This design comes from an exercise in tuning for small area, a short achievable clock period and few clock cycles per item on the open sky130 flow, not from production work. The RTL was checked by simulation tests, not by an equivalence proof against the original design. Power figures rest on the tool's default switching activity, not on a simulated workload.

$ cat design.v
module mnist_classifier (
    input wire clk,
    input wire rst_n,
    input wire start,
    output reg [9:0] ram_addr,
    input wire       ram_data,
    output reg [3:0] prediction,
    output reg       done
);
    localparam IDLE = 2'd0, SCAN = 2'd1, FULL = 2'd2, CMP = 2'd3;
    localparam HW = 8;
    reg [1:0] state;
    reg       full;      
    reg       v;         
    reg [4:0] seg, col;  
    reg [9:0] w;         
    reg [9:0] ink;
    reg [7:0] h0;
    reg [6:0] h1;
    reg [7:0] h2;
    reg [7:0] h3;
    reg [7:0] h4;
    reg [7:0] h5;
    reg [7:0] h6;
    reg [7:0] h7;
    reg [7:0] h8;
    reg [7:0] h9;
    reg [2:0] bitk;
    reg [9:1] cand;
    reg       zgt, zlt;
    integer i;
    wire [10:0] wn;      
    wire [9:0] ridx = {seg, col};
  wire rn22, rn23, rn24, rn25, rn26, rn27, rn28,
      rn29, rn30, rn31, rn32, rn33, rn34, rn35, rn36,
      rn37, rn38, rn39, rn40, rn41, rn42, rn43, rn44,
      rn45, rn46, rn47, rn48, rn49, rn50, rn51, rn52,
      rn53, rn54, rn55, rn56, rn57, rn58, rn59, rn60,
      rn61, rn62, rn63, rn64, rn65, rn66, rn67, rn68,
      rn69, rn70, rn71, rn72, rn73, rn74, rn75, rn76,
      rn77, rn78, rn79, rn80, rn81, rn82, rn83, rn84,
      rn85, rn86, rn87, rn88, rn89, rn90, rn91, rn92,
      rn93, rn94, rn95, rn96, rn97, rn98, rn99,
      rn100, rn101, rn102, rn103, rn104, rn105, rn106,
      rn107, rn108, rn109, rn110, rn111, rn112, rn113,
      rn114, rn115, rn116, rn117, rn118, rn119, rn120,
      rn121, rn122, rn123, rn124, rn125, rn126, rn127,
      rn128, rn129, rn130, rn131, rn132, rn133, rn134,
      rn135, rn136, rn137, rn138, rn139, rn140, rn141,
      rn142, rn143, rn144, rn145, rn146, rn147, rn148,
      rn149, rn150, rn151, rn152, rn153, rn154, rn155,
      rn156, rn157, rn158, rn159, rn160, rn161, rn162,
      rn163, rn164, rn165, rn166, rn167, rn168, rn169,
      rn170, rn171, rn172, rn173, rn174, rn175, rn176,
      rn177, rn178, rn179, rn180, rn181, rn182, rn183,
      rn184, rn185, rn186, rn187, rn188, rn189, rn190,
      rn191, rn192, rn194, rn195, rn196, rn197, rn198,
      rn199, rn200, rn201, rn202, rn203, rn204, rn205,
      rn206, rn207, rn208, rn209, rn210, rn211, rn212,
      rn213, rn214, rn215, rn216, rn217, rn218, rn219,
      rn220, rn221, rn223, rn224, rn225, rn226, rn227,
      rn228, rn229, rn230, rn231, rn232, rn233, rn234,
      rn235, rn236, rn237, rn238, rn239, rn240, rn241,
      rn242, rn243, rn244, rn245, rn246, rn247, rn248,
      rn249, rn250, rn251, rn252, rn253, rn254, rn255,
      rn256, rn257, rn258, rn259, rn260, rn261, rn262,
      rn264, rn265, rn266, rn267, rn268, rn269, rn270,
      rn271, rn272, rn273, rn274, rn275, rn276, rn277,
      rn278, rn279, rn280, rn281, rn282, rn283, rn284,
      rn285, rn286, rn287, rn288, rn289, rn290, rn291,
      rn292, rn293, rn294, rn295, rn296, rn297, rn298,
      rn299, rn300, rn301, rn302, rn303, rn305, rn306,
      rn307, rn308, rn309, rn310, rn311, rn312, rn313,
      rn314, rn315, rn316, rn317, rn318, rn319, rn320,
      rn321, rn322, rn323, rn324, rn325, rn326, rn327,
      rn328, rn329, rn330, rn331, rn332, rn333, rn334,
      rn335, rn336, rn337, rn338, rn339, rn340, rn341,
      rn342, rn343, rn344, rn345, rn346, rn347, rn348,
      rn349, rn350, rn351, rn352, rn353, rn354, rn355,
      rn356, rn357, rn358, rn359, rn360, rn361, rn362,
      rn363, rn365, rn366, rn367, rn368, rn369, rn370,
      rn371, rn372, rn373, rn374, rn375, rn376, rn377,
      rn378, rn379, rn380, rn382, rn383, rn384, rn385,
      rn386, rn387, rn388, rn389, rn390, rn391, rn392,
      rn393, rn394, rn395, rn396, rn397, rn398, rn399,
      rn400, rn401, rn402, rn403, rn404, rn405, rn406,
      rn407, rn408, rn409, rn410, rn411, rn412, rn413,
      rn414, rn415, rn416, rn417, rn418, rn419, rn420,
      rn422, rn423, rn424, rn425, rn426, rn427, rn428,
      rn429, rn430, rn431, rn432, rn433, rn435, rn436,
      rn437, rn438, rn439, rn440, rn441, rn442, rn443,
      rn444, rn445, rn446, rn447, rn448, rn449, rn450,
      rn451, rn452, rn453, rn454, rn455, rn456, rn457,
      rn458, rn459, rn460, rn461, rn462, rn463, rn464,
      rn466, rn467, rn468, rn469, rn470, rn471, rn472,
      rn473, rn474, rn475, rn476, rn477, rn478, rn479,
      rn480, rn481, rn482, rn483, rn484, rn485, rn486,
      rn487, rn488, rn489, rn490, rn491, rn492, rn493,
      rn494, rn495, rn497, rn498, rn499, rn500, rn501,
      rn502, rn503, rn504, rn505, rn506, rn507, rn508,
      rn509, rn510, rn511, rn512, rn513, rn514, rn515,
      rn516, rn517, rn518, rn519, rn520, rn521, rn522,
      rn523, rn524, rn525, rn526, rn527, rn528;
    assign rn22 = ~ridx[6] & ~ridx[5];
    assign rn23 = ridx[7] & ~rn22;
    assign rn24 = ridx[1] & ridx[0];
    assign rn25 = ~ridx[3] & ~rn24;
    assign rn26 = ~rn23 & ~rn25;
    assign rn27 = ~ridx[7] & ~ridx[6];
    assign rn28 = ~ridx[5] & ridx[0];
    assign rn29 = ~ridx[1] & ~rn28;
    assign rn30 = rn27 & ~rn29;
    assign rn31 = ~rn26 & ~rn30;
    assign rn32 = ridx[8] & rn31;
    assign rn33 = ~ridx[8] & ~ridx[5];
    assign rn34 = rn27 & rn33;
    assign rn35 = ~rn32 & ~rn34;
    assign rn36 = ridx[4] & ~rn35;
    assign rn37 = ~ridx[8] & ~ridx[7];
    assign rn38 = ridx[8] & ridx[7];
    assign rn39 = ridx[6] & rn38;
    assign rn40 = ~ridx[1] & ~rn39;
    assign rn41 = ridx[8] & ridx[0];
    assign rn42 = rn40 & ~rn41;
    assign rn43 = ridx[2] & ~rn42;
    assign rn44 = ~rn37 & ~rn43;
    assign rn45 = ~ridx[8] & ridx[2];
    assign rn46 = ridx[5] & rn45;
    assign rn47 = rn27 & ~rn46;
    assign rn48 = ~rn44 & rn47;
    assign rn49 = ~ridx[1] & ~ridx[0];
    assign rn50 = ridx[5] & ~rn49;
    assign rn51 = ~ridx[2] & ~rn50;
    assign rn52 = ~ridx[8] & ridx[7];
    assign rn53 = ~ridx[6] & rn52;
    assign rn54 = ~rn24 & rn53;
    assign rn55 = ridx[2] & ~rn54;
    assign rn56 = ridx[8] & ~rn27;
    assign rn57 = rn24 & rn56;
    assign rn58 = ~rn55 & ~rn57;
    assign rn59 = ~rn51 & rn58;
    assign rn60 = ridx[8] & rn51;
    assign rn61 = ~ridx[8] & ~ridx[4];
    assign rn62 = rn24 & rn61;
    assign rn63 = ~ridx[7] & ridx[6];
    assign rn64 = ~rn62 & rn63;
    assign rn65 = ~rn60 & rn64;
    assign rn66 = ~rn59 & rn65;
    assign rn67 = ~rn48 & ~rn66;
    assign rn68 = ridx[4] & ~ridx[3];
    assign rn69 = ~ridx[2] & rn68;
    assign rn70 = ~ridx[6] & ~ridx[0];
    assign rn71 = ridx[1] & ~rn70;
    assign rn72 = rn69 & ~rn71;
    assign rn73 = ridx[2] & ridx[0];
    assign rn74 = ridx[1] & rn73;
    assign rn75 = ~ridx[4] & rn74;
    assign rn76 = ~rn22 & rn75;
    assign rn77 = ~rn72 & ~rn76;
    assign rn78 = ~rn67 & ~rn77;
    assign rn79 = ~rn36 & ~rn78;
    assign rn80 = ridx[2] & ~ridx[1];
    assign rn81 = ridx[8] & rn27;
    assign rn82 = ~rn80 & rn81;
    assign rn83 = ~rn79 & rn82;
    assign rn84 = rn49 & rn68;
    assign rn85 = ridx[7] & ridx[6];
    assign rn86 = ~rn52 & ~rn85;
    assign rn87 = ~rn81 & rn86;
    assign rn88 = rn84 & ~rn87;
    assign rn89 = ~ridx[5] & ~ridx[4];
    assign rn90 = rn39 & rn89;
    assign rn91 = ridx[5] & ridx[4];
    assign rn92 = rn38 & rn91;
    assign rn93 = ~rn69 & ~rn92;
    assign rn94 = ~rn90 & rn93;
    assign rn95 = ~rn88 & rn94;
    assign rn96 = rn38 & ~rn95;
    assign rn97 = ridx[4] & rn63;
    assign rn98 = ridx[1] & rn28;
    assign rn99 = rn69 & ~rn98;
    assign rn100 = ridx[8] & ~rn99;
    assign rn101 = rn97 & ~rn100;
    assign rn102 = ridx[9] & ~ridx[8];
    assign rn103 = ~rn101 & ~rn102;
    assign rn104 = ~rn96 & rn103;
    assign rn105 = ridx[6] & ridx[5];
    assign rn106 = rn49 & rn105;
    assign rn107 = ~ridx[8] & ~ridx[1];
    assign rn108 = ~ridx[8] & ~ridx[0];
    assign rn109 = ~rn105 & rn108;
    assign rn110 = ~rn107 & ~rn109;
    assign rn111 = ~rn106 & rn110;
    assign rn112 = rn49 & ~rn85;
    assign rn113 = ridx[7] & ~rn112;
    assign rn114 = ~ridx[2] & ~rn113;
    assign rn115 = ~rn111 & rn114;
    assign rn116 = ~ridx[4] & ridx[3];
    assign rn117 = ~ridx[8] & rn27;
    assign rn118 = rn116 & ~rn117;
    assign rn119 = rn38 & ~rn74;
    assign rn120 = rn118 & ~rn119;
    assign rn121 = ~rn115 & rn120;
    assign rn122 = ridx[7] & ~ridx[6];
    assign rn123 = ~ridx[1] & rn33;
    assign rn124 = ~rn51 & ~rn123;
    assign rn125 = rn68 & ~rn124;
    assign rn126 = rn122 & rn125;
    assign rn127 = ~rn121 & ~rn126;
    assign rn128 = rn104 & rn127;
    assign rn129 = ~rn83 & rn128;
    assign rn130 = rn84 & ~rn85;
    assign rn131 = ~rn69 & ~rn130;
    assign rn132 = ridx[7] & ~ridx[5];
    assign rn133 = ridx[4] & rn132;
    assign rn134 = rn131 & rn133;
    assign rn135 = ridx[2] & rn116;
    assign rn136 = ~ridx[6] & ridx[5];
    assign rn137 = ~ridx[1] & rn136;
    assign rn138 = rn135 & rn137;
    assign rn139 = ridx[9] & ~rn138;
    assign rn140 = ~ridx[3] & ~ridx[1];
    assign rn141 = rn97 & ~rn140;
    assign rn142 = ~ridx[7] & rn22;
    assign rn143 = ridx[8] & ~rn142;
    assign rn144 = ~rn141 & ~rn143;
    assign rn145 = rn139 & rn144;
    assign rn146 = ~rn134 & rn145;
    assign rn147 = ~rn129 & rn146;
    assign rn148 = ~rn67 & ~rn91;
    assign rn149 = ~ridx[2] & ~rn24;
    assign rn150 = ~ridx[4] & rn149;
    assign rn151 = ridx[7] & ~rn150;
    assign rn152 = ridx[5] & ridx[1];
    assign rn153 = ridx[2] & rn152;
    assign rn154 = ridx[6] & ~ridx[5];
    assign rn155 = ridx[8] & ~rn154;
    assign rn156 = ~rn153 & ~rn155;
    assign rn157 = rn151 & ~rn156;
    assign rn158 = ~ridx[6] & rn33;
    assign rn159 = rn49 & rn158;
    assign rn160 = ~rn151 & rn159;
    assign rn161 = ~rn157 & ~rn160;
    assign rn162 = ~rn148 & rn161;
    assign rn163 = ridx[3] & rn162;
    assign rn164 = ridx[6] & rn74;
    assign rn165 = ~rn68 & ~rn164;
    assign rn166 = ridx[6] & rn80;
    assign rn167 = ~rn49 & rn132;
    assign rn168 = ~rn166 & ~rn167;
    assign rn169 = ~ridx[8] & rn136;
    assign rn170 = ~rn39 & ~rn53;
    assign rn171 = ~rn169 & rn170;
    assign rn172 = rn168 & rn171;
    assign rn173 = ~rn165 & ~rn172;
    assign rn174 = rn91 & rn122;
    assign rn175 = ~ridx[8] & ~rn85;
    assign rn176 = ~rn33 & ~rn175;
    assign rn177 = ~rn174 & rn176;
    assign rn178 = ~rn118 & rn177;
    assign rn179 = ridx[6] & rn132;
    assign rn180 = ~ridx[2] & ~ridx[1];
    assign rn181 = rn68 & rn180;
    assign rn182 = ~rn179 & rn181;
    assign rn183 = rn178 & ~rn182;
    assign rn184 = ~rn173 & ~rn183;
    assign rn185 = ~rn163 & rn184;
    assign rn186 = ~ridx[9] & ~rn185;
    assign rn187 = ~rn85 & rn91;
    assign rn188 = ~rn135 & ~rn187;
    assign rn189 = ~rn69 & rn188;
    assign rn190 = ~rn27 & rn175;
    assign rn191 = ~rn189 & rn190;
    assign rn192 = ~rn186 & ~rn191;
    assign wn[0] = rn147 | ~rn192;
    assign rn194 = ~rn51 & rn116;
    assign rn195 = ridx[3] & ~rn180;
    assign rn196 = ~ridx[7] & ~rn195;
    assign rn197 = ridx[5] & ~rn196;
    assign rn198 = rn194 & rn197;
    assign rn199 = ~rn187 & ~rn198;
    assign rn200 = rn102 & ~rn199;
    assign rn201 = ridx[0] & ~rn107;
    assign rn202 = ~rn27 & ~rn201;
    assign rn203 = ~ridx[1] & rn27;
    assign rn204 = ~rn33 & rn203;
    assign rn205 = ~rn202 & ~rn204;
    assign rn206 = rn69 & ~rn205;
    assign rn207 = ridx[8] & ~ridx[4];
    assign rn208 = ~ridx[7] & ridx[2];
    assign rn209 = rn85 & rn152;
    assign rn210 = ~rn208 & ~rn209;
    assign rn211 = rn162 & rn210;
    assign rn212 = rn207 & ~rn211;
    assign rn213 = ~rn206 & ~rn212;
    assign rn214 = ~rn183 & ~rn213;
    assign rn215 = rn27 & ~rn152;
    assign rn216 = ~rn112 & rn135;
    assign rn217 = ~rn215 & rn216;
    assign rn218 = ~ridx[8] & rn217;
    assign rn219 = ~rn92 & ~rn218;
    assign rn220 = ~rn214 & rn219;
    assign rn221 = ~ridx[9] & ~rn220;
    assign wn[1] = rn200 | rn221;
    assign rn223 = ridx[2] & ridx[1];
    assign rn224 = ~ridx[3] & ~rn223;
    assign rn225 = rn142 & ~rn224;
    assign rn226 = rn102 & ~rn225;
    assign rn227 = ~ridx[3] & rn105;
    assign rn228 = rn61 & ~rn227;
    assign rn229 = ~rn226 & ~rn228;
    assign rn230 = ~ridx[3] & ridx[0];
    assign rn231 = rn153 & ~rn230;
    assign rn232 = ~rn91 & ~rn231;
    assign rn233 = ridx[6] & ~rn232;
    assign rn234 = ridx[5] & ~ridx[4];
    assign rn235 = rn224 & rn234;
    assign rn236 = ridx[9] & ~rn235;
    assign rn237 = ~rn233 & rn236;
    assign rn238 = ridx[7] & ~rn237;
    assign rn239 = ~rn229 & ~rn238;
    assign rn240 = ridx[6] & rn107;
    assign rn241 = rn84 & rn240;
    assign rn242 = ~rn51 & rn63;
    assign rn243 = ridx[7] & ridx[1];
    assign rn244 = rn22 & rn243;
    assign rn245 = ~rn38 & ~rn244;
    assign rn246 = ~rn242 & rn245;
    assign rn247 = rn116 & ~rn246;
    assign rn248 = ~rn73 & ~rn153;
    assign rn249 = ~rn85 & ~rn243;
    assign rn250 = rn207 & ~rn249;
    assign rn251 = ~rn248 & rn250;
    assign rn252 = ridx[1] & rn135;
    assign rn253 = rn143 & rn252;
    assign rn254 = ~rn34 & ~rn253;
    assign rn255 = ~rn251 & rn254;
    assign rn256 = ~rn24 & ~rn159;
    assign rn257 = rn135 & ~rn256;
    assign rn258 = rn95 & ~rn257;
    assign rn259 = rn255 & rn258;
    assign rn260 = ~rn247 & rn259;
    assign rn261 = ~rn241 & rn260;
    assign rn262 = ~ridx[9] & ~rn261;
    assign wn[2] = rn239 | rn262;
    assign rn264 = ridx[8] & rn142;
    assign rn265 = ridx[9] & ~rn264;
    assign rn266 = ~ridx[7] & rn224;
    assign rn267 = ~ridx[5] & ridx[4];
    assign rn268 = ~rn266 & rn267;
    assign rn269 = ~ridx[6] & rn235;
    assign rn270 = ~ridx[7] & ridx[5];
    assign rn271 = ~rn269 & ~rn270;
    assign rn272 = ~rn268 & rn271;
    assign rn273 = ~ridx[8] & rn272;
    assign rn274 = rn265 & ~rn273;
    assign rn275 = ~rn208 & rn224;
    assign rn276 = ridx[4] & ~rn275;
    assign rn277 = ridx[5] & rn38;
    assign rn278 = ridx[8] & ~rn277;
    assign rn279 = ~rn122 & ~rn196;
    assign rn280 = ~rn22 & ~rn105;
    assign rn281 = ridx[3] & ridx[0];
    assign rn282 = rn280 & rn281;
    assign rn283 = ~ridx[4] & ~rn282;
    assign rn284 = ~rn279 & rn283;
    assign rn285 = ~rn257 & rn284;
    assign rn286 = rn278 & ~rn285;
    assign rn287 = ~rn276 & rn286;
    assign rn288 = rn68 & rn149;
    assign rn289 = ridx[4] & ~rn288;
    assign rn290 = ~rn22 & rn37;
    assign rn291 = ~rn289 & rn290;
    assign rn292 = ~rn69 & ~rn84;
    assign rn293 = rn63 & ~rn292;
    assign rn294 = ~ridx[9] & ~rn293;
    assign rn295 = ~rn291 & rn294;
    assign rn296 = ~rn287 & rn295;
    assign rn297 = ~rn274 & ~rn296;
    assign rn298 = rn105 & ~rn149;
    assign rn299 = ridx[2] & ~rn29;
    assign rn300 = ~rn298 & ~rn299;
    assign rn301 = rn116 & ~rn300;
    assign rn302 = rn131 & ~rn301;
    assign rn303 = rn52 & ~rn302;
    assign wn[3] = rn297 | rn303;
    assign rn305 = ~ridx[7] & ~rn49;
    assign rn306 = rn234 & ~rn305;
    assign rn307 = ridx[5] & ~rn27;
    assign rn308 = ridx[6] & ridx[2];
    assign rn309 = ~rn243 & ~rn308;
    assign rn310 = ~rn73 & ~rn309;
    assign rn311 = ridx[0] & rn85;
    assign rn312 = ~ridx[1] & rn311;
    assign rn313 = ~rn310 & ~rn312;
    assign rn314 = rn72 & rn313;
    assign rn315 = rn24 & ~rn27;
    assign rn316 = ridx[6] & rn243;
    assign rn317 = ~ridx[2] & ~rn316;
    assign rn318 = ~rn315 & rn317;
    assign rn319 = rn116 & ~rn318;
    assign rn320 = ~rn314 & ~rn319;
    assign rn321 = ~rn89 & ~rn187;
    assign rn322 = rn320 & rn321;
    assign rn323 = rn102 & ~rn322;
    assign rn324 = ~rn307 & rn323;
    assign rn325 = ~ridx[9] & rn277;
    assign rn326 = ~rn324 & ~rn325;
    assign rn327 = ~rn306 & ~rn326;
    assign rn328 = ~rn27 & rn223;
    assign rn329 = ~rn74 & ~rn328;
    assign rn330 = rn278 & ~rn329;
    assign rn331 = ridx[5] & ~rn56;
    assign rn332 = rn178 & rn331;
    assign rn333 = ~ridx[5] & rn39;
    assign rn334 = ~rn332 & ~rn333;
    assign rn335 = ~rn330 & rn334;
    assign rn336 = ~ridx[4] & ~rn335;
    assign rn337 = ~ridx[2] & rn116;
    assign rn338 = ~rn159 & rn337;
    assign rn339 = ~rn39 & rn338;
    assign rn340 = rn107 & rn280;
    assign rn341 = ~rn108 & rn152;
    assign rn342 = ~rn169 & rn341;
    assign rn343 = ~rn49 & ~rn56;
    assign rn344 = ~rn342 & rn343;
    assign rn345 = ~rn340 & rn344;
    assign rn346 = rn135 & ~rn345;
    assign rn347 = ~rn339 & ~rn346;
    assign rn348 = ~rn37 & ~rn347;
    assign rn349 = ~rn51 & rn105;
    assign rn350 = ~rn44 & ~rn349;
    assign rn351 = rn105 & ~rn248;
    assign rn352 = rn68 & ~rn351;
    assign rn353 = ~rn350 & rn352;
    assign rn354 = ~rn348 & ~rn353;
    assign rn355 = ~rn336 & rn354;
    assign rn356 = ~ridx[9] & ~rn355;
    assign rn357 = ~ridx[5] & rn102;
    assign rn358 = ~rn56 & ~rn188;
    assign rn359 = ~ridx[8] & ~rn243;
    assign rn360 = rn288 & rn359;
    assign rn361 = ~rn358 & ~rn360;
    assign rn362 = rn357 & ~rn361;
    assign rn363 = ~rn356 & ~rn362;
    assign wn[4] = rn327 | ~rn363;
    assign rn365 = rn31 & rn142;
    assign rn366 = ~ridx[7] & rn223;
    assign rn367 = ~ridx[6] & ~ridx[3];
    assign rn368 = rn366 & ~rn367;
    assign rn369 = rn234 & ~rn368;
    assign rn370 = ~rn69 & rn267;
    assign rn371 = ~rn143 & ~rn370;
    assign rn372 = ~rn369 & rn371;
    assign rn373 = ridx[6] & ~ridx[0];
    assign rn374 = rn223 & ~rn373;
    assign rn375 = ~ridx[3] & ~rn374;
    assign rn376 = ~rn27 & rn61;
    assign rn377 = ~rn375 & rn376;
    assign rn378 = ridx[9] & ~rn377;
    assign rn379 = ~rn372 & rn378;
    assign rn380 = ~rn365 & rn379;
    assign wn[5] = ~rn129 & ~rn380;
    assign rn382 = rn176 & ~rn223;
    assign rn383 = rn313 & ~rn382;
    assign rn384 = ~rn250 & rn383;
    assign rn385 = ~rn116 & ~rn383;
    assign rn386 = ~rn287 & rn385;
    assign rn387 = ~rn384 & ~rn386;
    assign rn388 = rn37 & ~rn49;
    assign rn389 = ~rn270 & ~rn388;
    assign rn390 = rn319 & ~rn389;
    assign rn391 = rn79 & ~rn390;
    assign rn392 = ~rn387 & rn391;
    assign rn393 = ~ridx[9] & ~rn392;
    assign rn394 = ridx[6] & ~rn195;
    assign rn395 = rn61 & ~rn394;
    assign rn396 = ~rn69 & ~rn395;
    assign rn397 = ~ridx[7] & ~rn105;
    assign rn398 = ~rn85 & ~rn397;
    assign rn399 = ~rn396 & rn398;
    assign rn400 = ~rn135 & rn155;
    assign rn401 = ~ridx[8] & ridx[5];
    assign rn402 = rn135 & rn401;
    assign rn403 = rn113 & ~rn402;
    assign rn404 = ~rn400 & rn403;
    assign rn405 = ~rn289 & rn404;
    assign rn406 = ~rn292 & rn397;
    assign rn407 = ~rn257 & ~rn406;
    assign rn408 = ~rn405 & rn407;
    assign rn409 = ~rn37 & ~rn408;
    assign rn410 = ~rn399 & ~rn409;
    assign rn411 = ~rn272 & rn410;
    assign rn412 = rn357 & ~rn411;
    assign rn413 = rn53 & rn194;
    assign rn414 = rn27 & rn75;
    assign rn415 = ridx[3] & rn270;
    assign rn416 = ~rn187 & ~rn415;
    assign rn417 = ~rn414 & rn416;
    assign rn418 = rn102 & ~rn417;
    assign rn419 = ~rn413 & ~rn418;
    assign rn420 = ~rn412 & rn419;
    assign wn[6] = rn393 | ~rn420;
    assign rn422 = ridx[3] & rn328;
    assign rn423 = ~ridx[9] & ~rn422;
    assign rn424 = ~rn142 & rn257;
    assign rn425 = rn142 & ~rn195;
    assign rn426 = rn207 & ~rn425;
    assign rn427 = ~rn424 & rn426;
    assign rn428 = ~rn323 & ~rn427;
    assign rn429 = ~rn423 & ~rn428;
    assign rn430 = rn52 & rn224;
    assign rn431 = ~rn92 & ~rn430;
    assign rn432 = rn410 & rn431;
    assign rn433 = ~ridx[9] & ~rn432;
    assign wn[7] = rn429 | rn433;
    assign rn435 = ~rn74 & rn401;
    assign rn436 = rn265 & ~rn435;
    assign rn437 = ~ridx[7] & ~ridx[0];
    assign rn438 = rn401 & ~rn437;
    assign rn439 = ~rn63 & ~rn70;
    assign rn440 = rn180 & ~rn439;
    assign rn441 = ~rn438 & rn440;
    assign rn442 = ridx[3] & ~rn441;
    assign rn443 = ~rn48 & rn442;
    assign rn444 = ~rn286 & ~rn443;
    assign rn445 = ~rn58 & ~rn240;
    assign rn446 = rn52 & rn280;
    assign rn447 = rn445 & rn446;
    assign rn448 = ~rn444 & ~rn447;
    assign rn449 = ~rn436 & ~rn448;
    assign rn450 = ~ridx[4] & ~rn449;
    assign rn451 = ~ridx[9] & ~rn117;
    assign rn452 = rn33 & ~rn451;
    assign rn453 = ridx[4] & ~rn452;
    assign rn454 = rn288 & rn357;
    assign rn455 = ~rn453 & ~rn454;
    assign rn456 = ~ridx[3] & ~rn445;
    assign rn457 = ~ridx[9] & ~rn277;
    assign rn458 = ~rn158 & rn457;
    assign rn459 = ~rn456 & rn458;
    assign rn460 = ~rn455 & ~rn459;
    assign rn461 = ridx[9] & rn116;
    assign rn462 = rn84 & rn264;
    assign rn463 = ~rn461 & ~rn462;
    assign rn464 = ~rn460 & rn463;
    assign wn[8] = rn450 | ~rn464;
    assign rn466 = rn49 & rn85;
    assign rn467 = ~ridx[9] & ~rn466;
    assign rn468 = rn69 & rn311;
    assign rn469 = rn345 & rn468;
    assign rn470 = ~rn270 & ~rn361;
    assign rn471 = ~rn469 & rn470;
    assign rn472 = ~rn327 & ~rn471;
    assign rn473 = ~rn467 & ~rn472;
    assign rn474 = rn75 & ~rn122;
    assign rn475 = ~rn338 & ~rn474;
    assign rn476 = rn260 & rn475;
    assign rn477 = ~rn37 & ~rn38;
    assign rn478 = ~rn288 & ~rn477;
    assign rn479 = ~rn399 & rn478;
    assign rn480 = ~rn476 & ~rn479;
    assign rn481 = ridx[6] & ~ridx[4];
    assign rn482 = ~rn334 & rn481;
    assign rn483 = ridx[5] & rn73;
    assign rn484 = ~rn45 & ~rn132;
    assign rn485 = ~rn223 & rn484;
    assign rn486 = ~rn483 & rn485;
    assign rn487 = ~ridx[8] & ~rn136;
    assign rn488 = ~rn28 & rn487;
    assign rn489 = ~rn486 & ~rn488;
    assign rn490 = ~rn366 & ~rn489;
    assign rn491 = rn116 & ~rn490;
    assign rn492 = ~rn92 & ~rn491;
    assign rn493 = ~rn482 & rn492;
    assign rn494 = ~rn480 & rn493;
    assign rn495 = rn451 & ~rn494;
    assign wn[9] = rn473 | rn495;
    assign rn497 = rn175 & rn234;
    assign rn498 = ~rn217 & rn497;
    assign rn499 = ~rn320 & rn498;
    assign rn500 = rn125 & rn208;
    assign rn501 = ridx[0] & ~rn500;
    assign rn502 = ~rn499 & rn501;
    assign rn503 = ridx[2] & rn126;
    assign rn504 = ~ridx[0] & ~rn253;
    assign rn505 = ~rn503 & rn504;
    assign rn506 = ~rn502 & ~rn505;
    assign rn507 = ~ridx[2] & rn462;
    assign rn508 = ~rn469 & ~rn507;
    assign rn509 = ~rn506 & rn508;
    assign rn510 = ~rn457 & ~rn509;
    assign rn511 = ~ridx[2] & ~rn203;
    assign rn512 = rn33 & ~rn511;
    assign rn513 = ridx[2] & ~rn40;
    assign rn514 = ~rn152 & ~rn308;
    assign rn515 = rn37 & ~rn514;
    assign rn516 = ~rn513 & ~rn515;
    assign rn517 = ~rn512 & rn516;
    assign rn518 = ridx[2] & rn27;
    assign rn519 = ~rn39 & ~rn518;
    assign rn520 = ~rn41 & ~rn519;
    assign rn521 = rn68 & ~rn315;
    assign rn522 = rn457 & rn521;
    assign rn523 = ridx[7] & rn240;
    assign rn524 = ~rn23 & rn108;
    assign rn525 = ~rn523 & ~rn524;
    assign rn526 = rn522 & rn525;
    assign rn527 = ~rn520 & rn526;
    assign rn528 = ~rn517 & rn527;
    assign wn[10] = rn510 | rn528;
    reg [4:0] nstart;
    reg [9:0] naddr;
    always @(*) begin
        nstart = 5'd0; naddr = 10'd0;
        if (seg == 5'd0) begin nstart = 5'd9; naddr = 10'd149; end
        if (seg == 5'd1) begin nstart = 5'd8; naddr = 10'd176; end
        if (seg == 5'd2) begin nstart = 5'd7; naddr = 10'd203; end
        if (seg == 5'd3) begin nstart = 5'd7; naddr = 10'd231; end
        if (seg == 5'd4) begin nstart = 5'd6; naddr = 10'd258; end
        if (seg == 5'd5) begin nstart = 5'd6; naddr = 10'd286; end
        if (seg == 5'd6) begin nstart = 5'd7; naddr = 10'd315; end
        if (seg == 5'd7) begin nstart = 5'd6; naddr = 10'd342; end
        if (seg == 5'd8) begin nstart = 5'd6; naddr = 10'd370; end
        if (seg == 5'd9) begin nstart = 5'd5; naddr = 10'd397; end
        if (seg == 5'd10) begin nstart = 5'd5; naddr = 10'd425; end
        if (seg == 5'd11) begin nstart = 5'd5; naddr = 10'd453; end
        if (seg == 5'd12) begin nstart = 5'd4; naddr = 10'd480; end
        if (seg == 5'd13) begin nstart = 5'd17; naddr = 10'd493; end
        if (seg == 5'd14) begin nstart = 5'd4; naddr = 10'd508; end
        if (seg == 5'd15) begin nstart = 5'd17; naddr = 10'd521; end
        if (seg == 5'd16) begin nstart = 5'd5; naddr = 10'd537; end
        if (seg == 5'd17) begin nstart = 5'd16; naddr = 10'd548; end
        if (seg == 5'd18) begin nstart = 5'd5; naddr = 10'd565; end
        if (seg == 5'd19) begin nstart = 5'd16; naddr = 10'd576; end
        if (seg == 5'd20) begin nstart = 5'd5; naddr = 10'd593; end
        if (seg == 5'd21) begin nstart = 5'd16; naddr = 10'd604; end
        if (seg == 5'd22) begin nstart = 5'd6; naddr = 10'd622; end
        if (seg == 5'd23) begin nstart = 5'd7; naddr = 10'd651; end
        if (seg == 5'd24) begin nstart = 5'd10; naddr = 10'd682; end
        if (seg == 5'd25) begin nstart = 5'd11; naddr = 10'd123; end
    end
    reg seg_end;     
    wire last = seg_end && (seg == 5'd25);
    wire pix = v & ram_data;
    reg [9:0] hb;
    always @(*) begin
        hb[0] = h0[bitk];
        hb[1] = (bitk < 3'd7) & h1[bitk[2:0]];
        hb[2] = h2[bitk];
        hb[3] = h3[bitk];
        hb[4] = h4[bitk];
        hb[5] = h5[bitk];
        hb[6] = h6[bitk];
        hb[7] = h7[bitk];
        hb[8] = h8[bitk];
        hb[9] = h9[bitk];
    end
    wire any = |(cand & hb[9:1]);
    wire [9:1] cand_n = any ? (cand & hb[9:1]) : cand;
    wire zgt_n = zgt | (!zlt & hb[0] & !any);
    wire zlt_n = zlt | (!zgt & !hb[0] & any);
    reg       fin;       
    reg [3:0] best;
    always @(*) begin
        best = 4'd0;
        for (i = 9; i >= 1; i = i - 1) if (cand[i]) best = i;
        if (zgt) best = 4'd0;
    end
    wire pass = ink >= 10'd5 && ink <= (full ? 10'd700 : 10'd241);
    always @(posedge clk) begin
        if (!rst_n) begin
            state <= IDLE; done <= 1'b0; v <= 1'b0; full <= 1'b0;
            seg <= 5'd0; col <= 5'd11; ram_addr <= 10'd123; seg_end <= 1'b0;
        end else begin
            done <= 1'b0;
            case (state)
                IDLE: if (start) begin
                    state <= SCAN; v <= 1'b1; full <= 1'b0;
                end
                SCAN: if (last) state <= CMP;
                FULL: begin
                    v <= 1'b1;
                    ram_addr <= ram_addr + 10'd1;
                    if (ram_addr == 10'd783) state <= CMP;
                end
                CMP: begin
                    v <= 1'b0;
                    if (fin) begin
                        if (pass || full) begin
                            prediction <= pass ? best : 4'd15;
                            done <= 1'b1; state <= IDLE;
                        end else begin
                            state <= FULL; full <= 1'b1; ram_addr <= 10'd0;
                        end
                    end
                end
            endcase
            if ((state == IDLE && start) || state == SCAN) begin
                seg_end <= wn[10];
                if (seg_end) begin
                    seg <= (seg == 5'd25) ? 5'd0 : seg + 5'd1;
                    col <= nstart; ram_addr <= naddr;
                end else begin
                    col <= col + 5'd1; ram_addr <= ram_addr + 10'd1;
                end
            end
            if (state == CMP && fin && (pass || full)) ram_addr <= 10'd123;
        end
    end
    always @(posedge clk) begin
        w <= (state == FULL) ? 10'd0 : wn;
        if (state == IDLE || (state == CMP && fin)) ink <= 10'd0;
        else if (pix) ink <= ink + 10'd1;
        if (state == IDLE) h0 <= 8'd0;
        else if (pix & w[0]) h0 <= h0 + 8'd1;
        if (state == IDLE) h1 <= 7'd0;
        else if (pix & w[1]) h1 <= h1 + 7'd1;
        if (state == IDLE) h2 <= 8'd0;
        else if (pix & w[2]) h2 <= h2 + 8'd1;
        if (state == IDLE) h3 <= 8'd0;
        else if (pix & w[3]) h3 <= h3 + 8'd1;
        if (state == IDLE) h4 <= 8'd0;
        else if (pix & w[4]) h4 <= h4 + 8'd1;
        if (state == IDLE) h5 <= 8'd0;
        else if (pix & w[5]) h5 <= h5 + 8'd1;
        if (state == IDLE) h6 <= 8'd0;
        else if (pix & w[6]) h6 <= h6 + 8'd1;
        if (state == IDLE) h7 <= 8'd0;
        else if (pix & w[7]) h7 <= h7 + 8'd1;
        if (state == IDLE) h8 <= 8'd0;
        else if (pix & w[8]) h8 <= h8 + 8'd1;
        if (state == IDLE) h9 <= 8'd0;
        else if (pix & w[9]) h9 <= h9 + 8'd1;
        if (state != CMP || v) begin
            bitk <= HW - 1; cand <= {9{1'b1}}; zgt <= 1'b0; zlt <= 1'b0; fin <= 1'b0;
        end else if (!fin) begin
            bitk <= bitk - 3'd1; cand <= cand_n; zgt <= zgt_n; zlt <= zlt_n; fin <= (bitk == 3'd0);
        end
    end
endmodule
$ cat run.sh
#!/bin/bash
# synth_recipe.tcl (not shown) runs the flow's synth.tcl, then flattens the netlist and writes it again
# the make line also repeats each setting of config.mk as NAME=value (left out here)
make -C /OpenROAD-flow-scripts/flow DESIGN_CONFIG=/design/flow/config.mk WORK_HOME=/design/flow/orfs CLKGATE_MAP_FILE= SYNTH_SCRIPT=/design/flow/synth_recipe.tcl finish
$ cat config.mk
export PLATFORM = sky130hd
export DESIGN_NAME = mnist_classifier
export DESIGN_NICKNAME = mnist_classifier
export VERILOG_FILES = /design/flow/design.v
export SDC_FILE = /design/flow/constraint.sdc
export NUM_CORES = 4
export LEC_CHECK = 0
export CAP_MARGIN = 20
export CORE_MARGIN = 2
export CORE_UTILIZATION = 50
export SETUP_SLACK_MARGIN = 5
export SLEW_MARGIN = 20
export SYNTH_MEMORY_MAX_BITS = 32768
$ cat constraint.sdc
create_clock -name core_clock -period 8.0 [get_ports {clk}]
set_input_delay 1.6000 -clock core_clock [delete_from_list [all_inputs] [get_ports {clk}]]
set_output_delay 1.6000 -clock core_clock [all_outputs]
set_load 0.01 [all_outputs]
==> results by group, run 1 <==
Outcome
  • Status: complete, no violations

Worst setup path
  • Worst path depth: 9
  • Worst EP arrival: 3.35 ns
  • Crit path max fanout: 29
  • Worst Path Required: 8.30 ns
  • R2R depth: 9
  • Launch point of the worst path: col[1]$_SDFFE_PN1N_
  • Worst Setup EP: w[0]$_SDFF_PP0_
  • Critical path, cell by cell: buf_4, ha_1, inv_1, ha_1, a21oi_1, mux2i_1, a311o_1, a21oi_1, o21ai_0
  • Critical Path Start Type: flip-flop
  • Flop2flop setup slack: 4.95 ns
  • CP endpoint kind: flip-flop
  • CP bufs+invs: 2
  • Worst path max stage delay: 0.59 ns
  • Reg2reg end: w[0]$_SDFF_PP0_
  • CP delay by family, top: adder cells
  • Crit path max-delay cell type: ha_1
  • Worst r2r src: col[1]$_SDFFE_PN1N_
  • Crit Path Category: reg2reg

Yosys
  • Simple logic cell fraction of the synthesized area: 25.8%
  • Post-synth net total: 1363
  • Commonest cells in the netlist: 174 x nor2_1, 140 x dfxtp_1, 127 x nand2_1, 92 x o21ai_0, 89 x a21oi_1
  • Ys async rst share: 0%
  • Synth Area in XOR/XNOR: 7.08%
  • Cell area after synthesis: 0.0101 mm²
  • Adder-cell share of the synthesized area: 4.93%
  • Cell count after synthesis: 1319
  • Area fraction of the dominant cell type after synthesis: 27.6%
  • Compound-Gate Fraction of Synth Area: 22.1%
  • Most frequent cell after synthesis: nor2_1
  • Ranking of synthesized cells by area: dfxtp_1 28%, nor2_1 6.4%, ha_1 4.9%, xor2_1 4.8%, nand2_1 4.7%
  • Synthesized area per cell: 7.69 µm²
  • Yosys reg bits: 144
  • Post-synth EDFFs: 4
  • Post-synthesis mux area share: 5.98%
  • Yosys warnings: 1
  • Synth area leader: dfxtp_1
  • Main combinational cell family by area after synthesis: simple AND/OR/NAND/NOR gates
  • Sequential element share of the synthesized area: 28.8%
  • Ys flop type: dfxtp_1
  • Library cells used by synthesis: 81

Timing
  • Period minus WS final: 3.05 ns
  • Clock skew: 0.0144 ns
  • Post-Route Setup TNS: 0 ns
  • Max Clk Rate: 0.328 GHz
  • Max-Slew Margin vs Limit: 47.0%
  • Final period utilization: 38.1%
  • RSZ-0062 raised after global routing: yes
  • Fin. max-slew vios: 0
  • # setup viols final: 0
  • Worst-Margin Slew: 0.793 ns
  • Final hold violation count: 0

GRT
  • Antenna violations before repair: 0
  • Tot GR Track Use: 29.4%
  • Vias in the first global route: 9406
  • Global route overflow: 0
  • Pin count of the biggest net entering global routing: 82
  • First-pass GRT wire length: 51.0 mm

Power
  • Share of power burned in registers: 35.1%
  • Clock power share: 36.4%
  • Sw Share: 35.0%
  • Overall Power: 2290 µW
  • Comb pwr share: 28.5%
  • Max VDD drop: 134 µV
  • Switching power: 801 µW
  • Pint: 1490 µW
  • PwrDens: 203 mW/mm²
  • Leak: 0.00414 µW

Routing
  • Wire per inst: 20.3 µm
  • DRT iter0 DRCs: 1317
  • Residual DRC count: 0
  • ANT nets after route: 0
  • Post-Route WL: 31.9 mm
  • Detailed Routing Iterations Pass 1: 8
  • Vias/cell: 6.47
  • Vias: 10157

Die
  • Die X: 146 µm
  • Num rows: 52
  • Die Ht: 146 µm
  • Initial Util: 50.6%
  • Core area: 0.0200 mm²
  • Die ar.: 0.0214 mm²
  • I/O pins: 19

CTS
  • CTS Buffer Depth: 2
  • CTS tree: done
  • CTS Buf Count: 17
  • Clk latency of the worst-skew pair: 0.42 ns
  • Clock sink count: 144
  • H-Tree Depth: 4
  • Worst-path clk slew: 0.07 ns
  • CTS root buf: clkbuf_16

Worst hold path
  • Min-delay worst type: reg2reg
  • Hold Path Depth: 2
  • Hold wc startpoint: h3[7]$_SDFFE_PP0P_

Flow run
  • Max-Cap Viols: 0

Cells and area
  • Final #Nets: 1331
  • Storage cell area: 0.00293 mm²
  • Number of diodes: 0
  • Fillcell total: 1971
  • Multi-input gate area: 0.00676 mm²
  • Area grow syn2layout: 11.1%
  • Share of cells above drive strength 1: 10.2%

Place
  • Hpwl dp: 21.5 mm
  • Final GP Congestion: 0.982
  • Port Buffer Count: 18
[per-stage QoR]
step / worst slack [ns] / hold WS (ns) / instance area [µm²] / util [%] / instances
5_1_grt: 4.81 / 0.543 / 11300 / 56.2 / 1569
2_1_floorplan: 5.15 / 0.471 / 10100 / - / 1319
3_5_place_dp: 4.33 / 0.497 / 10400 / 51.8 / 1523
3_3_place_gp: 4.37 / 0.487 / 10400 / 51.8 / 1523
6_report: 4.95 / 0.510 / 11300 / 56.2 / 1569
4_1_cts: 5.00 / 0.509 / 11100 / 55.5 / 1562
[layout make-up]
| class | instances | area share, % |
|---|---|---|
| Sequential cell | 144 | 26.0 |
| Clock inverter | 12 | 1.38 |
| Timing Repair Buffer | 53 | 4.32 |
| Clock buffer | 19 | 4.12 |
| Inverter | 31 | 1.20 |
| Multi-Input combinational cell | 1040 | 60.0 |
| Tap cell | 270 | 3.00 |
[registers in the layout, summed over array words and instances (netlist names), 2 cells and up]
signal / count
h0: 8
h1: 7
h4: 8
w: 10
h3: 8
state: 2
prediction: 4
ram_addr: 10
h2: 8
h9: 8
col: 5
cand: 9
h6: 8
h5: 8
h8: 8
ink: 10
bitk: 3
h7: 8
seg: 5
[cells in the final DEF, fill, tap and decap left out, drive strengths merged, types with 13 or more instances in the layout]
cell type	Yosys	routed
clkbuf	64	19
nor2	175	175
o21ai	92	92
nand4	29	29
buf	40	35
nand2	128	128
nand2b	20	20
a21oi	89	89
inv	30	27
dfxtp	140	140
mux4	19	19
ha	40	40
o211ai	13	13
xor2	56	56
xnor2	26	26
nor3	24	24
and3	32	32
nand3	46	46
a31oi	19	19
nor2b	15	15
mux2i	13	13
[worst register-to-register path, cell delays in order, from the launching register on]
cell and delay, ns:
dfxtp_1 0.31, buf_4 0.30, ha_1 0.60, inv_1 0.23, ha_1 0.41, a21oi_1 0.24
mux2i_1 0.13, a311o_1 0.44, a21oi_1 0.16, o21ai_0 0.11
[worst min-delay path by stage]
stage / end / slack, ns
after floorplan: h5[7]$_SDFFE_PP0P_ / 0.47
after detailed placement: h3[7]$_SDFFE_PP0P_ / 0.50
after CTS: ram_addr[3]$_SDFFE_PP1P_ / 0.51
final: h3[7]$_SDFFE_PP0P_ / 0.51
after global placement: h1[6]$_SDFFE_PP0P_ / 0.49
after global routing: ram_addr[3]$_SDFFE_PP1P_ / 0.54
[power by group through the flow]
stage	clock (µW)	sequential [µW]	combinational (µW)
floorplan	0	803	426
global placement	0	815	623
detailed placement	0	814	606
CTS	850	802	625
global route	876	807	702
finish	834	803	653
[layer usage]
metal | share of wire [%] | track usage [%] | routed length [µm]
met4 | 4.8 | 12.8 | 1530
met3 | 8.7 | 6.47 | 2770
met5 | 0 | 0 | 0
met2 | 44 | 46.2 | 14200
met1 | 42 | 39.0 | 13400
[cell families after synthesis]
logic type / Yosys count
simple gates: 537
compound gates: 347
flops: 144
buf+inv: 135
xor+xnor: 82
fa+ha+maj: 40
mux: 34
[repair_timing]
action                                  in CTS  in global routing
buffers inserted                             8                  7
resized for setup                           30                 26
hold buffers                                 0                  0
pin swaps                                    0                  0
endpoints found under the setup margin      46                 25
Testbench counts, summed over its fixed seeds: cycles 64,328, items 192.
==> inputs of run 2 (changes only) <==
==> flow/run.sh (new file) <==
#!/bin/bash
# The standard layout, with the setup repair aiming at 5.5 ns of slack instead of 5.
bash standard.sh SETUP_SLACK_MARGIN=5.5 finish > standard_flow.log 2>&1
==> standard.sh (new file) <==
#!/bin/bash
# synth_recipe.tcl (not shown) runs the flow's synth.tcl, then flattens the netlist and writes it again
# the make line also repeats each setting of config.mk as NAME=value (left out here)
make -C /OpenROAD-flow-scripts/flow DESIGN_CONFIG=/design/flow/config.mk WORK_HOME=/design/flow/orfs CLKGATE_MAP_FILE= SYNTH_SCRIPT=/design/flow/synth_recipe.tcl "${@:-finish}"
--- a/config.mk
+++ b/config.mk
@@ -8,6 +8,7 @@
 export CAP_MARGIN = 20
 export CORE_MARGIN = 2
 export CORE_UTILIZATION = 50
+export CTS_BUF_LIST = sky130_fd_sc_hd__clkbuf_4 sky130_fd_sc_hd__clkbuf_8
 export SETUP_SLACK_MARGIN = 5
 export SLEW_MARGIN = 20
 export SYNTH_MEMORY_MAX_BITS = 32768
removed: run.sh
==> results by group, run 2 <==
Outcome
  • Status: complete, no violations

Die
  • I/O pins: 19
  • Die X: 146 µm
  • Die ar.: 0.0214 mm²
  • Num rows: 52
  • Core area: 0.0200 mm²
  • Die Ht: 146 µm
  • Initial Util: 50.6%

Yosys
  • Synthesized area per cell: 7.69 µm²
  • Ys async rst share: 0%
  • Synth area leader: dfxtp_1
  • Post-synth EDFFs: 4
  • Ranking of synthesized cells by area: dfxtp_1 28%, nor2_1 6.4%, ha_1 4.9%, xor2_1 4.8%, nand2_1 4.7%
  • Area fraction of the dominant cell type after synthesis: 27.6%
  • Commonest cells in the netlist: 174 x nor2_1, 140 x dfxtp_1, 127 x nand2_1, 92 x o21ai_0, 89 x a21oi_1
  • Ys flop type: dfxtp_1
  • Cell count after synthesis: 1319
  • Yosys reg bits: 144
  • Cell area after synthesis: 0.0101 mm²
  • Most frequent cell after synthesis: nor2_1
  • Yosys warnings: 1
  • Post-synth net total: 1363
  • Library cells used by synthesis: 81
  • Sequential element share of the synthesized area: 28.8%

Cells and area
  • Final #Nets: 1395
  • Most common cell after layout, fill and taps aside: nor2_1
  • Area grow syn2layout: 20.9%
  • Share of cells above drive strength 1: 20.8%
  • Final core occ: 61.2%
  • Number of diodes: 0
  • Regs by FF count: ink x10, ram_addr x10, w x10
  • Fillcell total: 1847
  • Commonest non-fill, non-tap cells in the layout: 170 x nor2_1, 122 x dfxtp_1, 121 x nand2_1, 84 x a21oi_1, 82 x o21ai_0

Worst setup path
  • CP bufs+invs: 1
  • Worst path depth: 1
  • Critical path, cell by cell: buf_2
  • CP endpoint kind: primary output
  • Worst path max stage delay: 0.41 ns
  • Crit Path Category: reg2out
  • Worst EP arrival: 1.02 ns
  • Critical Path Start Type: flip-flop
  • Worst Path Required: 6.40 ns
  • R2R depth: 7
  • CP delay by family, top: flip-flops
  • Crit path max-delay cell type: edfxtp_1
  • Crit path max fanout: 1

CTS
  • CTS root buf: clkbuf_8
  • Worst-path clk slew: 0.09 ns
  • Clk latency of the worst-skew pair: 0.46 ns
  • CTS Buffer Depth: 2
  • H-Tree Depth: 4
  • Clock sink count: 144
  • Hold buffer count at cts: 0
  • CTS tree: done
  • CTS Buf Count: 17

Routing
  • Post-Route WL: 33.8 mm
  • DRT iter0 DRCs: 1508
  • Vias/cell: 6.43
  • Wire per inst: 20.7 µm
  • Vias: 10500
  • Detailed Routing Iterations Pass 1: 8
  • ANT nets after route: 0
  • Residual DRC count: 0

Timing
  • # setup viols final: 0
  • Worst-Margin Slew: 0.736 ns
  • Final hold violation count: 0
  • Clock skew: 0.0161 ns
  • Final period utilization: 32.7%
  • Period minus WS final: 2.62 ns
  • Fin. max-slew vios: 0
  • Max-Slew Margin vs Limit: 50.9%
  • Hold WS: 0.514 ns
  • Max Clk Rate: 0.382 GHz
  • Post-Route Setup TNS: 0 ns
  • RSZ-0062 raised after global routing: yes

Place
  • Final GP Congestion: 1.01
  • Port Buffer Count: 18
  • Hpwl dp: 21.1 mm

Worst hold path
  • Min-delay worst type: reg2reg
  • Hold Path Depth: 2

GRT
  • Vias in the first global route: 9600
  • Global route overflow: 0
  • Pin count of the biggest net entering global routing: 45
  • First-pass GRT wire length: 52.5 mm
  • Tot GR Track Use: 30.5%
  • Antenna violations before repair: 0

Power
  • Max VDD drop: 97.8 µV
  • Overall Power: 2170 µW
  • Leak: 0.00449 µW
  • PwrDens: 177 mW/mm²

Flow run
  • Max-Cap Viols: 0
==> run 2: cell counts after synthesis <==
No cell type changed its count.
==> run 2: metal layers <==
metal | track usage, % | part of all wire [%]
met1 | 39.1 | 40
met2 | 49.8 | 45
met3 | 6.47 | 8.8
met4 | 13.0 | 6.2
met5 | 0 | 0
==> run 2: area by class of cell <==
cell class / count / area, µm² / share of cell area (%)
Inverter: 31 / 145 / 1.18
Tap cell: 270 / 338 / 2.76
Sequential cell: 144 / 2980 / 24.3
Multi-Input combinational cell: 1040 / 7170 / 58.5
Clock inverter: 15 / 164 / 1.34
Timing Repair Buffer: 117 / 1230 / 10.0
Clock buffer: 17 / 234 / 1.91
==> run 2: final timing paths <==
kind	from	end	slack (ns)
worst max-delay path	prediction[3]$_SDFFCE_PN1P_	prediction[3]	5.38
worst min-delay path	h7[7]$_SDFFE_PP0P_	h7[7]$_SDFFE_PP0P_	0.51
worst max register to register	col[4]$_SDFFE_PN0N_	w[9]$_SDFF_PP0_	5.42
worst min register to register	h7[7]$_SDFFE_PP0P_	h7[7]$_SDFFE_PP0P_	0.51
==> run 2: power breakdown <==
| part | leakage [µW] | internal, µW | switching (µW) | total, µW |
|---|---|---|---|---|
| Sequential | 0.00117 | 757 | 39.3 | 796 |
| Clock | 0.000204 | 263 | 325 | 589 |
| Combinational | 0.00311 | 294 | 494 | 788 |
==> run 2: per-stage QoR <==
stage	area, µm²	setup slack (ns)	std cells
after floorplan	10300	5.27	1319
after CTS	11600	5.35	1599
after detailed placement	10500	4.25	1520
after global placement	10500	4.30	1520
final	12300	5.38	1634
after global routing	12300	5.32	1634
==> run 2: logic make-up (layout without fill, tap and decap cells) <==
family | count (synthesis) | after routing | share of synthesized area (%)
AO/OA/AOI/OAI | 347 | 347 | 22.1
XOR/XNOR | 82 | 82 | 7.08
adder cells (fa/ha/maj) | 40 | 40 | 4.93
buffers and inverters | 135 | 180 | 5.33
flip-flops | 144 | 144 | 28.8
multiplexers | 34 | 34 | 5.98
AND/OR/NAND/NOR | 537 | 537 | 25.8
==> run 2: timing repair <==
item,4_1_cts,5_1_grt
gates cloned,4,3
buffers inserted,43,32
pin swaps,10,17
gates resized for setup,181,75
endpoints found under the setup margin,150,68
==> inputs of run 3 (changes only) <==
--- a/config.mk
+++ b/config.mk
@@ -7,8 +7,7 @@
 export LEC_CHECK = 0
 export CAP_MARGIN = 20
 export CORE_MARGIN = 2
-export CORE_UTILIZATION = 50
-export CTS_BUF_LIST = sky130_fd_sc_hd__clkbuf_4 sky130_fd_sc_hd__clkbuf_8
+export CORE_UTILIZATION = 55
 export SETUP_SLACK_MARGIN = 5
 export SLEW_MARGIN = 20
 export SYNTH_MEMORY_MAX_BITS = 32768
==> results by group, run 3 <==
Place
  • Hpwl dp: 20.8 mm
  • Final GP Congestion: 1.03
  • Post-place instance area: 0.0104 mm²
  • Port Buffer Count: 18

Worst setup path
  • R2R depth: 10
  • Critical path, cell by cell: buf_12, clkinvlp_4, ha_4, and2_1, a21oi_2, a21oi_2, or3_1, a31oi_1, o41ai_2, a21oi_1
  • Worst path max stage delay: 0.39 ns
  • Most used cell, CP: a21oi_2
  • Worst Path Required: 8.35 ns
  • Crit path max fanout: 16
  • CP endpoint kind: flip-flop
  • Crit path max-delay cell type: dfxtp_4
  • Worst EP arrival: 2.93 ns
  • Flop2flop setup slack: 5.42 ns
  • Reg2reg end: ram_addr[2]$_SDFFE_PP0P_
  • Worst r2r src: seg[2]$_SDFFE_PN0P_
  • Crit Path Category: reg2reg
  • Critical Path Start Type: flip-flop

Die
  • Die Ht: 140 µm
  • Die ar.: 0.0195 mm²
  • Core area: 0.0180 mm²
  • Die X: 140 µm
  • Initial Util: 56.3%
  • I/O pins: 19
  • Num rows: 49

Worst hold path
  • Hold Path Depth: 2
  • Hold wc startpoint: h1[6]$_SDFFE_PP0P_
  • Hold EP: h1[6]$_SDFFE_PP0P_
  • Min-delay worst type: reg2reg

Power
  • Max VDD drop: 177 µV
  • Pint: 1500 µW
  • Sw Share: 37.6%
  • Comb pwr share: 34.7%
  • Clock power share: 32.1%
  • Leak: 0.00451 µW
  • Share of power burned in registers: 33.2%
  • Switching power: 905 µW
  • PwrDens: 196 mW/mm²

GRT
  • Tot GR Track Use: 33.0%
  • Global route overflow: 0
  • Antenna violations before repair: 0
  • Pin count of the biggest net entering global routing: 45
  • Vias in the first global route: 10039
  • First-pass GRT wire length: 52.4 mm

Yosys
  • Cell count after synthesis: 1319
  • Ys async rst share: 0%
  • Post-synth EDFFs: 4
  • Yosys reg bits: 144
  • Synth area leader: dfxtp_1
  • Commonest cells in the netlist: 174 x nor2_1, 140 x dfxtp_1, 127 x nand2_1, 92 x o21ai_0, 89 x a21oi_1
  • Post-synth net total: 1363
  • Ys flop type: dfxtp_1
  • Area fraction of the dominant cell type after synthesis: 27.6%
  • Library cells used by synthesis: 81
  • Synthesized area per cell: 7.69 µm²
  • Cell area after synthesis: 0.0101 mm²
  • Ranking of synthesized cells by area: dfxtp_1 28%, nor2_1 6.4%, ha_1 4.9%, xor2_1 4.8%, nand2_1 4.7%
  • Sequential element share of the synthesized area: 28.8%
  • Most frequent cell after synthesis: nor2_1
  • Yosys warnings: 1

Timing
  • # setup viols final: 0
  • Max-Slew Margin vs Limit: 48.2%
  • RSZ-0062 raised after global routing: yes
  • Clock skew: 0.0131 ns
  • Max Clk Rate: 0.387 GHz
  • Final hold violation count: 0
  • Worst-Margin Slew: 0.777 ns
  • Period minus WS final: 2.58 ns
  • Final period utilization: 32.3%
  • Post-Route Setup TNS: 0 ns
  • Fin. max-slew vios: 0

CTS
  • CTS tree: done
  • H-Tree Depth: 4
  • CTS root buf: clkbuf_16
  • Clk latency of the worst-skew pair: 0.42 ns
  • CTS Buf Count: 17
  • Hold buffer count at cts: 0
  • Worst-path clk slew: 0.07 ns
  • CTS Buffer Depth: 2
  • Clock sink count: 144

Routing
  • Detailed Routing Iterations Pass 1: 13
  • ANT nets after route: 0
  • Wire per inst: 21.3 µm
  • Post-Route WL: 33.8 mm
  • Vias/cell: 6.75
  • Residual DRC count: 0
  • DRT iter0 DRCs: 1558
  • Vias: 10708

Cells and area
  • Final #Nets: 1388
  • Number of diodes: 0
  • Multi-input gate area: 0.00719 mm²
  • Most common cell after layout, fill and taps aside: nor2_1
  • Commonest non-fill, non-tap cells in the layout: 170 x nor2_1, 122 x dfxtp_1, 121 x nand2_1, 82 x a21oi_1, 79 x o21ai_0
  • Design area: 0.0123 mm²
  • Fillcell total: 1524
  • Area grow syn2layout: 21.0%
  • Regs by FF count: ink x10, ram_addr x10, w x10
  • Share of cells above drive strength 1: 20.8%
  • Storage cell area: 0.00298 mm²

Flow run
  • Max-Cap Viols: 0

Outcome
  • Status: complete, no violations
[run 3: changes by cell type in the layout (fill, tap and decap cells not counted), sizes merged]
| cell | before | now |
|---|---|---|
| buf | 108 | 103 |
| clkbuf | 21 | 22 |
| bufinv | 1 | 0 |
| bufbuf | 4 | 3 |
| inv | 36 | 30 |
| clkdlybuf4s15 | 1 | 0 |
| clkinv | 2 | 6 |
| clkinvlp | 7 | 9 |
[run 3: timing repair]
item	in CTS	in global routing
buffers inserted	39	30
gates resized for setup	201	54
pin swaps	14	15
gates cloned	3	2
setup endpoints to repair	148	64
[run 3: worst max path at each step]
stage,endpoint,depth (start not counted),slack (ns),start
floorplan,ink[9]$_SDFFE_PP0P_,8,5.27,ram_data
global route,ram_addr[2]$_SDFFE_PP0P_,10,5.38,seg[2]$_SDFFE_PN0P_
finish,ram_addr[2]$_SDFFE_PP0P_,10,5.42,seg[2]$_SDFFE_PN0P_
detailed placement,ram_addr[5]$_SDFFE_PP1P_,5,4.28,start
global placement,ram_addr[6]$_SDFFE_PP1P_,5,4.32,start
CTS,prediction[1],1,5.46,prediction[1]$_SDFFCE_PN1P_
[run 3: through the flow]
stage | hold WS, ns | power [µW] | util (%) | std cells | setup slack (ns)
6_report | 0.513 | 2400 | 68.1 | 1586 | 5.42
5_1_grt | 0.549 | 2490 | 68.1 | 1586 | 5.38
4_1_cts | 0.514 | 2310 | 65.5 | 1554 | 5.46
3_5_place_dp | 0.497 | 1430 | 57.8 | 1480 | 4.28
3_3_place_gp | 0.486 | 1440 | 57.8 | 1480 | 4.32
2_1_floorplan | 0.471 | 1260 | - | 1319 | 5.27
[run 3: kinds of logic after synthesis]
kind of cell             Yosys count  synth area share (%)
multiplexers                      34                  5.98
AO/OA/AOI/OAI                    347                  22.1
adder cells (fa/ha/maj)           40                  4.93
flip-flops                       144                  28.8
XOR/XNOR                          82                  7.08
AND/OR/NAND/NOR                  537                  25.8
buffers and inverters            135                  5.33
[run 3: cell type report]
type | instances | share of cell area, %
multi-input combinational | 1040 | 58.6
inverter | 31 | 1.22
clock buffer | 18 | 3.58
sequential | 144 | 24.2
clock inverter | 14 | 1.15
timing repair buffer | 110 | 8.89
tap | 229 | 2.34
[run 3: metal layers]
| layer | GRT usage (%) | vias up | wire length, µm |
|---|---|---|---|
| li1 | - | 4867 | - |
| met2 | 49.7 | 690 | 14200 |
| met3 | 8.91 | 234 | 3510 |
| met1 | 44.0 | 4915 | 14000 |
| met4 | 15.3 | 2 | 1970 |
| met5 | 0 | - | 88 |
[run 3: power by group through the flow]
stage | combinational (µW) | sequential [µW] | clock [µW]
floorplan | 452 | 803 | 0
global placement | 624 | 813 | 0
detailed placement | 621 | 813 | 0
CTS | 734 | 796 | 785
global route | 879 | 801 | 814
finish | 834 | 798 | 772
[run 3: worst max-delay path, delay by kind of cell (launching register included)]
family                     cells  cell delay [ns]
AOI/OAI and AO/OA              5             0.79
buffers and inverters          2             0.39
adders and majority gates      1             0.28
DFF                            1             0.39
and+or+nand+nor                2             0.65
==> inputs of run 4 (changes only) <==
--- a/config.mk
+++ b/config.mk
@@ -5,6 +5,7 @@
 export SDC_FILE = /design/flow/constraint.sdc
 export NUM_CORES = 4
 export LEC_CHECK = 0
+export ABC_AREA = 1
 export CAP_MARGIN = 20
 export CORE_MARGIN = 2
 export CORE_UTILIZATION = 55
==> results by group, run 4 <==
Outcome
  • Status: complete, no violations

Yosys
  • Yosys warnings: 1
  • Synth area leader: dfxtp_1
  • Ranking of synthesized cells by area: dfxtp_1 29%, nand2_1 10%, o21ai_0 8.9%, a21oi_1 8.5%, inv_1 7.6%
  • Area fraction of the dominant cell type after synthesis: 28.7%
  • Library cells used by synthesis: 56
  • Post-synth EDFFs: 4
  • Cell count after synthesis: 1519
  • Commonest cells in the netlist: 265 x nand2_1, 198 x inv_1, 173 x o21ai_0, 166 x a21oi_1, 146 x nor2_1
  • Ys async rst share: 0%
  • Post-synth net total: 1563
  • Sequential element share of the synthesized area: 30.0%
  • Yosys reg bits: 144
  • Ys flop type: dfxtp_1
  • Cell area after synthesis: 0.00975 mm²
  • Most frequent cell after synthesis: nand2_1
  • Synthesized area per cell: 6.42 µm²

Cells and area
  • Final #Nets: 1625
  • Area grow syn2layout: 22.0%
  • Fillcell total: 1445
  • Number of diodes: 0
  • Regs by FF count: ink x10, ram_addr x10, w x10
  • Commonest non-fill, non-tap cells in the layout: 236 x nand2_1, 169 x inv_1, 161 x a21oi_1, 161 x o21ai_0, 130 x nor2_1
  • Most common cell after layout, fill and taps aside: nand2_1
  • Share of cells above drive strength 1: 19.5%

Timing
  • RSZ-0062 raised after global routing: yes
  • Period minus WS final: 2.56 ns
  • Final hold violation count: 0
  • Post-Route Setup TNS: 0 ns
  • Max-Slew Margin vs Limit: 46.4%
  • # setup viols final: 0
  • Hold WS: 0.465 ns
  • Max Clk Rate: 0.391 GHz
  • Final period utilization: 32.0%
  • Fin. max-slew vios: 0
  • Clock skew: 0.0142 ns
  • Worst-Margin Slew: 0.801 ns

Worst hold path
  • Hold Path Depth: 2
  • Min-delay worst type: reg2reg

Die
  • Core area: 0.0173 mm²
  • Die X: 137 µm
  • I/O pins: 19
  • Initial Util: 56.4%
  • Die ar.: 0.0188 mm²
  • Die Ht: 137 µm
  • Num rows: 48

CTS
  • CTS root buf: clkbuf_16
  • CTS tree: done
  • Clk latency of the worst-skew pair: 0.42 ns
  • Clock sink count: 144
  • Worst-path clk slew: 0.07 ns
  • Hold buffer count at cts: 0
  • CTS Buf Count: 17
  • H-Tree Depth: 4
  • CTS Buffer Depth: 2

Worst setup path
  • Critical path, cell by cell: inv_4, nor2_8, inv_2, nor2_2, o21ai_1, o21bai_1, nand4_1, a21oi_2, o21ai_1, a221oi_1
  • Most used cell, CP: o21ai_1
  • CP delay by family, top: compound AO/OA/AOI/OAI gates
  • Flop2flop setup slack: 5.44 ns
  • Worst Setup EP: seg_end$_SDFFE_PN0N_
  • Reg2reg end: seg_end$_SDFFE_PN0N_
  • Critical Path Start Type: flip-flop
  • Crit path max-delay cell type: dfxtp_4
  • R2R depth: 10
  • Worst r2r src: col[4]$_SDFFE_PN0N_
  • CP bufs+invs: 2
  • Worst path max stage delay: 0.50 ns
  • Launch point of the worst path: col[4]$_SDFFE_PN0N_
  • Worst Path Required: 8.34 ns
  • CP endpoint kind: flip-flop
  • Worst EP arrival: 2.89 ns
  • Crit path max fanout: 16
  • Crit Path Category: reg2reg
  • Worst path depth: 10

GRT
  • Tot GR Track Use: 33.7%
  • Antenna violations before repair: 0
  • Pin count of the biggest net entering global routing: 41
  • Vias in the first global route: 9970
  • Global route overflow: 0
  • First-pass GRT wire length: 49.7 mm

Routing
  • Wire per inst: 18.1 µm
  • DRT iter0 DRCs: 1322
  • Residual DRC count: 0
  • Vias: 11026
  • Vias/cell: 6.06
  • ANT nets after route: 0
  • Post-Route WL: 33.0 mm
  • Detailed Routing Iterations Pass 1: 6

Power
  • Leak: 0.00497 µW
  • PwrDens: 267 mW/mm²
  • Max VDD drop: 237 µV

Place
  • Final GP Congestion: 1.05
  • Port Buffer Count: 18
  • Hpwl dp: 22.0 mm

Flow run
  • Max-Cap Viols: 0
==> run 4: cell count changes after synthesis, sizes merged, moves of 32 or more <==
cell    delta
clkbuf    -38
xor2      -44
inv      +185
nand2    +142
nand3     +32
o21ai    +100
a21oi     +77
==> run 4: cell families after synthesis <==
family | Yosys count | share of synthesized area [%]
AO/OA/AOI/OAI | 458 | 26.3
XOR/XNOR | 13 | 1.17
adder cells (fa/ha/maj) | 40 | 5.13
buffers and inverters | 273 | 11.1
flip-flops | 144 | 30.0
AND/OR/NAND/NOR | 591 | 26.3
==> run 4: how the worst min path moves through the flow <==
stage | from | endpoint | slack, ns
after floorplan | zlt$_SDFFE_PP0N_ | zlt$_SDFFE_PP0N_ | 0.44
after global placement | ink[5]$_SDFFE_PP0P_ | ink[5]$_SDFFE_PP0P_ | 0.45
after detailed placement | zlt$_SDFFE_PP0N_ | zlt$_SDFFE_PP0N_ | 0.46
after CTS | zlt$_SDFFE_PP0N_ | zlt$_SDFFE_PP0N_ | 0.46
after global routing | ink[5]$_SDFFE_PP0P_ | ink[5]$_SDFFE_PP0P_ | 0.48
final | zlt$_SDFFE_PP0N_ | zlt$_SDFFE_PP0N_ | 0.46
==> run 4: per-stage QoR <==
step                      cells  instance area (µm²)  util [%]  power (µW)  worst slack (ns)
after floorplan            1519                 9900         -        1760              5.33
after global placement     1715                10200      58.7        2130              4.55
after detailed placement   1715                10200      58.7        2120              4.51
after CTS                  1769                11000      63.8        2970              5.45
after global routing       1819                11900      68.8        3340              5.41
final                      1819                11900      68.8        3170              5.44
==> run 4: area by class of cell <==
type / instances / area (µm²) / area share [%]
Clock buffer: 18 / 429 / 3.61
Timing Repair Buffer: 93 / 774 / 6.51
Multi-Input combinational cell: 1103 / 6370 / 53.5
Clock inverter: 14 / 134 / 1.13
Sequential cell: 144 / 2980 / 25.0
Tap cell: 225 / 282 / 2.37
Inverter: 219 / 912 / 7.67
Timing Repair inverter: 3 / 17.5 / 0.147
==> run 4: worst min-delay path: cells and delay by family, from the launching register on <==
| kind | cells | cell delay (ns) |
|---|---|---|
| AO/OA/AOI/OAI | 1 | 0.06 |
| flip-flops | 1 | 0.30 |
| buffers and inverters | 1 | 0.06 |
==> run 4: timing repair <==
item / CTS / global route
gates resized for setup: 144 / 136
cloned: 1 / 3
pin swaps: 4 / 44
buffers inserted: 21 / 47
endpoints found under the setup margin: 124 / 77
==> run 4: where the power goes <==
| part | internal (µW) | switching (µW) |
|---|---|---|
| clock | 433 | 332 |
| sequential | 798 | 106 |
| combinational | 508 | 994 |
==> run 4: metal layers <==
layer / routed length, µm / GRT usage (%) / up-vias
li1: - / - / 5279
met1: 13200 / 41.7 / 4973
met2: 14800 / 54.6 / 597
met3: 3030 / 7.11 / 177
met4: 1840 / 18.3 / 0
met5: 0 / 0 / -

-- static timing again, ports no longer ideal --
How much do the figures lean on ideal ports? The routed layouts below were timed once more, with nothing changed but the port constraints.
Step 1, drivers: a clkbuf_16 drives clk and a buf_2 each remaining input, both assumed.
Step 2 times the ports against the registers' clock, not the clock port: input delays grow and output delays shrink by t, the midpoint of the rising clock arrivals with the driver on.
a / b / c = no drivers / after step 1 / after step 2; a / b = the first two.
| run | shift t [ns] | setup slack, ns | worst setup path at the end | worst register clock-pin slew, ns |
|---|---|---|---|---|
| run 1 | 0.468 | 4.951 / 4.951 / 4.747 | input to register | 0.07 / 0.07 |
| run 2 | 0.498 | 5.383 / 5.337 / 5.059 | input to register | 0.10 / 0.10 |
| run 3 | 0.464 | 5.418 / 5.418 / 5.027 | input to register | 0.07 / 0.07 |
| run 4 | 0.464 | 5.443 / 5.418 / 5.068 | input to register | 0.07 / 0.07 |
After both steps setup and hold are still met in every run listed. For run 3, which loses most, drivers alone change the setup slack by 0.000 ns; drivers and shift together by -0.391 ns.
